Source: an optimization exercise on an open RTL-to-GDS flow (aim: small area and a short achievable clock period). Production flows keep margins and buffers that such runs may drop.
The RTL was checked by simulation tests, not by an equivalence proof against the original design.

==> flow/design.v (excerpt) <==
module softermax (
    input clk,
    input  [79:0] unnormed_in,
    output [319:0] final_softmax
);
    function automatic [15:0] pow_val(input [1:0] f, input [3:0] s, input z);
        logic [15:0] h;
        begin
            case (f)
                2'd0: h = 16'h8000;
                2'd1: h = 16'h6BA2;
                2'd2: h = 16'h5A82;
                default: h = 16'h4C1B;
            endcase
            pow_val = z ? 16'd0 : (h >> s);
        end
    endfunction
    function automatic [39:0] rk0(input [5:0] dl);
        case (dl)
            6'd0: rk0 = 40'h0c05e80fc0;
            6'd1: rk0 = 40'h0c30006001;
            6'd2: rk0 = 40'h0c6018c042;
            6'd3: rk0 = 40'h0c90312083;
            6'd4: rk0 = 40'h0cc04980c4;
            6'd5: rk0 = 40'h0cf061e105;
            6'd6: rk0 = 40'h0d207a4146;
            6'd7: rk0 = 40'h0d5092a187;
            6'd8: rk0 = 40'h0d80ab01c8;
            6'd9: rk0 = 40'h0db0c36209;
            6'd10: rk0 = 40'h0de0dbc24a;
            6'd11: rk0 = 40'h0e10f4228b;
            6'd12: rk0 = 40'h0e410c82cc;
            6'd13: rk0 = 40'h0e7124e30d;
            6'd14: rk0 = 40'h0ea13d434e;
            6'd15: rk0 = 40'h0ed155a38f;
            6'd16: rk0 = 40'h0f016e03d0;
            6'd17: rk0 = 40'h0f31866411;
            6'd18: rk0 = 40'h0f619ec452;
            6'd19: rk0 = 40'h0f91b72493;
  ...
export LEC_CHECK = 0
export ABC_AREA = 1
export CAP_MARGIN = 10
export CORE_MARGIN = 2
export CORE_UTILIZATION = 40
export SLEW_MARGIN = 10
create_clock -name core_clock -period 17.5 [get_ports {clk}]
standard.sh (not shown) runs the stock make flow with config.mk's settings and CLKGATE_MAP_FILE= SYNTH_SCRIPT=/design/flow/synth_recipe.tcl, a recipe that flattens the netlist after the stock synthesis.
==> flow/flow/run.sh <==
#!/bin/bash
# The standard layout (the standard.sh: the standard synthesis, then ORFS from
# floorplan to finish) with these changes to how it is made:
#  - after the standard synthesis, fapol.py sets the polarity of each full adder
#    (a full adder is self-dual) so that fewer inverters sit between adders; it
#    touches only inverters and adder input wiring, never a register or port;
#  - every port is still buffered, but with a plain buffer cell rather than the
#    delay cell buffer_ports picks on its own;
#  - ORFS's timing repair is asked to keep a setup margin, so that it sizes and
#    buffers the worst paths (the SDC and clock period stay the design's).
# Each tool's output goes to a log of its own here (synth.log, fapol.log,
# layout.log) and to ORFS's logs under orfs/logs.
set -euo pipefail
RES=orfs/results/${FLOW_PLATFORM:-sky130hd}/softermax/base
bash standard.sh synth > synth.log 2>&1
if python3 flow/fapol.py "$RES/1_2_yosys.v" "$RES/1_2_yosys.fapol.v" > fapol.log 2>&1; then
  cp "$RES/1_2_yosys.v" "$RES/1_2_yosys.standard.v"
  mv "$RES/1_2_yosys.fapol.v" "$RES/1_2_yosys.v"
  rm -f "$RES/1_synth.odb" "$RES/1_synth.sdc"
fi
bash standard.sh SETUP_SLACK_MARGIN=11 TNS_END_PERCENT=0 \
  "BUFFER_PORTS_ARGS=-buffer_cell sky130_fd_sc_hd__buf_1" finish > layout.log 2>&1
Other scripts of this flow, unchanged in this note and not shown: flow/flow/fapol.py
The baseline completed without violations.
Change:
--- a/flow/config.mk
+++ b/flow/config.mk
@@ -7,6 +7,6 @@
 export LEC_CHECK = 0
 export ABC_AREA = 1
-export CAP_MARGIN = 10
+export CAP_MARGIN = 20
 export CORE_MARGIN = 2
 export CORE_UTILIZATION = 40
-export SLEW_MARGIN = 10
+export SLEW_MARGIN = 20
Effect: Sequential share of layout area barely changes. Global-route usage stays the same. Utilization barely changes. Count of clock-buffer cells in the layout is unchanged. Final area barely changes. Setup slack improved by 0.14 ns. Register-to-register slack gains 0.14 ns. Routed wire length barely changes. Die area is unchanged.
Change:
--- a/flow/flow/run.sh
+++ b/flow/flow/run.sh
@@ -19,4 +19,4 @@
   rm -f "$RES/1_synth.odb" "$RES/1_synth.sdc"
 fi
-bash standard.sh SETUP_SLACK_MARGIN=11 TNS_END_PERCENT=0 \
+bash standard.sh SETUP_SLACK_MARGIN=12 TNS_END_PERCENT=0 \
   "BUFFER_PORTS_ARGS=-buffer_cell sky130_fd_sc_hd__buf_1" finish > layout.log 2>&1
What happened: The changed run produced a clean layout. Core utilization stays the same. Synthesized area does not change.

---

Starting RTL as in the previous note.
==> flow/config.mk <==
export PLATFORM = sky130hd
export DESIGN_NAME = softermax
export DESIGN_NICKNAME = softermax
export VERILOG_FILES = /design/flow/design.v
export SDC_FILE = /design/flow/constraint.sdc
export NUM_CORES = 4
export LEC_CHECK = 0
export ABC_AREA = 1
export CAP_MARGIN = 20
export CORE_MARGIN = 2
export CORE_UTILIZATION = 40
export SLEW_MARGIN = 20
==> flow/constraint.sdc <==
create_clock -name core_clock -period 17.5 [get_ports {clk}]
set_input_delay 3.5000 -clock core_clock [delete_from_list [all_inputs] [get_ports {clk}]]
set_output_delay 3.5000 -clock core_clock [all_outputs]
set_load 0.01 [all_outputs]
==> flow/flow/run.sh <==
#!/bin/bash
set -euo pipefail
bash standard.sh SETUP_SLACK_MARGIN=10.5 TNS_END_PERCENT=0 finish > standard_flow.log 2>&1
The first run passed the timing, DRC and antenna checks.
Change:
==> flow/flow/run.sh (replaced) <==
#!/bin/bash
# The standard layout (the standard.sh: the standard synthesis, then ORFS from
# floorplan to finish) with two changes to how it is made:
#  - ORFS's timing repair is asked to keep a setup margin, so that it sizes and
#    buffers the worst paths (the SDC and clock period stay the design's);
#  - every port is still buffered, but with a plain buffer cell rather than the
#    delay cell buffer_ports picks on its own.
# Each tool's output is in standard_flow.log and in ORFS's own logs under orfs/logs.
set -euo pipefail
bash standard.sh SETUP_SLACK_MARGIN=11 TNS_END_PERCENT=0 \
  "BUFFER_PORTS_ARGS=-buffer_cell sky130_fd_sc_hd__buf_1" finish > standard_flow.log 2>&1
The new run passed the timing, DRC and antenna checks.
Worst setup slack gains 0.089 ns.
Final area barely changes.
Clock skew came out higher by 0.020 ns.
Routed wire length came out higher slightly.
Synthesized cell count does not change.
Flip-flop and latch count does not change.
Fmax came out higher slightly.
Global-route usage came out higher by 0.29 points.
Area after synthesis does not change.
Via count came out higher slightly.
Change:
==> flow/run.sh (new file) <==
#!/bin/bash
# synth_recipe.tcl (not shown) runs the flow's synth.tcl, then flattens the netlist and writes it again
# the make line also repeats each setting of config.mk as NAME=value (left out here)
make -C /OpenROAD-flow-scripts/flow DESIGN_CONFIG=/design/flow/config.mk WORK_HOME=/design/flow/orfs CLKGATE_MAP_FILE= SYNTH_SCRIPT=/design/flow/synth_recipe.tcl finish
removed: flow/flow/run.sh
removed: flow/standard.sh
Hold slack gets worse by 0.038 ns. Final area falls by about 4%. Via count went down by 1.5%. Non-clock buffer count drops by 260.
Change:
==> flow/flow/run.sh (new file) <==
#!/bin/bash
set -euo pipefail
bash standard.sh SETUP_SLACK_MARGIN=12 TNS_END_PERCENT=0 finish > standard_flow.log 2>&1
==> flow/standard.sh (new file) <==
#!/bin/bash
# synth_recipe.tcl (not shown) runs the flow's synth.tcl, then flattens the netlist and writes it again
# the make line also repeats each setting of config.mk as NAME=value (left out here)
make -C /OpenROAD-flow-scripts/flow DESIGN_CONFIG=/design/flow/config.mk WORK_HOME=/design/flow/orfs CLKGATE_MAP_FILE= SYNTH_SCRIPT=/design/flow/synth_recipe.tcl "${@:-finish}"
removed: flow/run.sh
Effect:
- The changed run completed with no timing, DRC or antenna violations
- register-to-register slack improves by 2.0 ns
- cell area climbs by about 8%
- setup slack improves by 1.9 ns

## static timing again, ports no longer ideal
The results above use ideal ports. As a check the final layouts listed here were re-extracted and re-timed, cells and wires unchanged. Step 1 assumes that a clkbuf_16 drives the clock port and a buf_2 every other input. Step 2 times the ports against the registers' clock, not the clock port: input delays grow and output delays shrink by t, the midpoint of the rising clock arrivals with the driver on. Slacks: ideal / step 1 / step 2; pairs: ideal / step 1.
| run | t (ns) | setup slack, ns | worst setup path at the end |
|---|---|---|---|
| the first run of note 1 | 0.855 | 10.202 / 10.202 / 9.700 | input to register |
| the second run of note 1 | 0.854 | 10.339 / 10.339 / 9.695 | input to register |
| the third run of note 1 | 0.854 | 10.339 / 10.339 / 9.695 | input to register |
| the first run of note 2 | 0.865 | 10.238 / 10.256 / 9.458 | input to register |
| the second run of note 2 | 0.872 | 10.327 / 10.327 / 9.717 | input to register |
| the third run of note 2 | 0.866 | 8.595 / 8.595 / 7.930 | input to register |
| the fourth run of note 2 | 0.869 | 10.537 / 10.560 / 9.716 | input to register |
After both steps every run listed still meets setup and hold. For the fourth run of note 2, which loses most, drivers alone change the setup slack by +0.023 ns; drivers and shift together by -0.821 ns.
